From an optimization exercise on the open Yosys and OpenROAD flow, aimed at small area, a short achievable clock period and few clock cycles per item; shortcuts taken in it are not production practice.
Only simulation tests tie the RTL to the original design; equivalence was not proved.

== run 1 ==
## rgb2hsv_clk
module rgb2hsv_clk (
    input pclk,
    input rst,  
    input enable,  
    input[23:0] RGB24,
    output[24:0] HSV25,
    output reg hsv_done
);
Size: ~640 cells after synthesis, roughly 56 flip-flops, ~53 I/O pins, roughly 4600 um2 of cells after synthesis.
==> flow/config.mk <==
export PLATFORM = sky130hd
export DESIGN_NAME = rgb2hsv_clk
export DESIGN_NICKNAME = rgb2hsv_clk
export VERILOG_FILES = /design/flow/design.v
export SDC_FILE = /design/flow/constraint.sdc
export NUM_CORES = 4
export LEC_CHECK = 0
export CAP_MARGIN = 20
export CORE_MARGIN = 2
export CORE_UTILIZATION = 40
export SLEW_MARGIN = 20
==> flow/constraint.sdc <==
create_clock -name core_clock -period 8.0 [get_ports {pclk}]
set_input_delay 1.6000 -clock core_clock [delete_from_list [all_inputs] [get_ports {pclk}]]
set_output_delay 1.6000 -clock core_clock [all_outputs]
set_load 0.01 [all_outputs]
standard.sh (not shown) runs the stock make flow with config.mk's settings and CLKGATE_MAP_FILE= SYNTH_SCRIPT=/design/flow/synth_recipe.tcl, a recipe that flattens the netlist after the stock synthesis.
==> flow/flow/run.sh <==
#!/bin/bash
# Layout flow: the standard ORFS flow, with the ORFS variables listed in
# flow/make_args.txt (one VAR=value per line) added to its make command line,
# e.g. a tighter SETUP_SLACK_MARGIN for the timing repair.  If flow/abc.script
# exists, synthesis uses it as ABC's mapping script; everything else, and
# every later step, is the standard flow.  Each step's full output goes to a
# log file in this folder; ORFS's own logs stay under orfs/logs.
set -euo pipefail
ARGS=()
while IFS= read -r line; do
  [[ -z "$line" || "$line" == \#* ]] && continue
  ARGS+=("$line")
done < flow/make_args.txt
if [[ -f flow/abc.script ]]; then
  mkdir -p scripts_abc
  for f in "$FLOW_HOME"/scripts/*; do ln -sf "$f" scripts_abc/; done
  rm -f scripts_abc/abc_speed.script
  cp flow/abc.script scripts_abc/abc_speed.script
  bash standard.sh SCRIPTS_DIR="$PWD/scripts_abc" "${ARGS[@]}" synth > synth.log 2>&1
fi
bash standard.sh "${ARGS[@]}" finish > finish.log 2>&1
==> flow/flow/abc.script <==
&get -n
&st
&syn2
&dch -f
&nf -R 1000
&put
buffer -c
upsize -c
dnsize -c
==> flow/flow/make_args.txt <==
SETUP_SLACK_MARGIN=4.8
ADDER_MAP_FILE=
SKIP_GATE_CLONING=1
BUFFER_PORTS_ARGS=-buffer_cell sky130_fd_sc_hd__buf_1
CTS_BUF_LIST=sky130_fd_sc_hd__clkbuf_4 sky130_fd_sc_hd__clkbuf_8
In summary, run 1 completed successfully, with a layout that passed the timing, DRC and antenna checks.
Testbench counts of run 1, summed over its fixed seeds: cycles 28,792, items 2,400.
--- input diff run 1..run 2 ---
--- a/flow/flow/make_args.txt
+++ b/flow/flow/make_args.txt
@@ -3 +3 @@
-SKIP_GATE_CLONING=1
+CORE_UTILIZATION=60
[summary]
- Against run 1, run 2 comes in 0.44 points lower on share of cells above drive strength 1.
- Run 1 → run 2: sequential cell count did not really move; sequential share of layout area went up; achievable frequency went down; minimum period implied by the final worst setup slack went up.
- Run 1 → run 2: pre-CTS worst setup slack rose 21 ps; via count fell 1.4%.
- Run 2 closes out successfully: all stages finished, all timing, DRC and antenna checks passed.
Input-level comparison between run 3 and run 2:
--- a/flow/flow/make_args.txt
+++ b/flow/flow/make_args.txt
@@ -1 +1 @@
-SETUP_SLACK_MARGIN=4.8
+SETUP_SLACK_MARGIN=5.0
@@ -3 +2,0 @@
-CORE_UTILIZATION=60
[summary]
Run 3 completed end to end with timing, DRC and antenna clean. Compared to run 2, the router laid down more metal wire for run 3. Worst-path maximum fanout came out lower on run 3 than on run 2. Re post-route worst setup slack: run 2 was lower than run 3. The highest cell delay on the worst timing path of run 3 and that of run 2 are within noise of each other. Comparing run 2 and run 3, the higher worst setup slack before clock tree synthesis is on run 2. From run 2 to run 3 the numbers moved as follows: multi-input logic cell count shows no meaningful change, sequential fraction of total cell area shows a reduction of 1.1 points. Between run 2 and run 3, final area increased.

what the ideal ports hide:
Ports are ideal in the flow. The routed layouts listed here were re-timed in OpenROAD. Step 1: set_driving_cell puts a clkbuf_16 on pclk and a buf_2 on each other input, an assumption about the parent block. Step 2, shift: input delay + t, output delay - t, t = (earliest + latest rising clock arrival at the registers) / 2. This alone moves slack from input paths to output paths. a / b / c = ideal ports / drivers / drivers and shift; a / b = the first two.
run | t, ns | setup slack, ns | worst setup path at the end | latest minus earliest clock arrival (ns) | cell pins on the clock port's net
run 1 | 0.353 | 5.008 / 5.008 / 5.008 | register to register | 0.007 / 0.007 | 1
run 2 | 0.341 | 4.978 / 4.978 / 4.978 | register to register | 0.013 / 0.013 | 1
run 3 | 0.356 | 5.075 / 5.075 / 5.075 | register to register | 0.007 / 0.008 | 1
After both steps setup and hold are still met in every run listed.
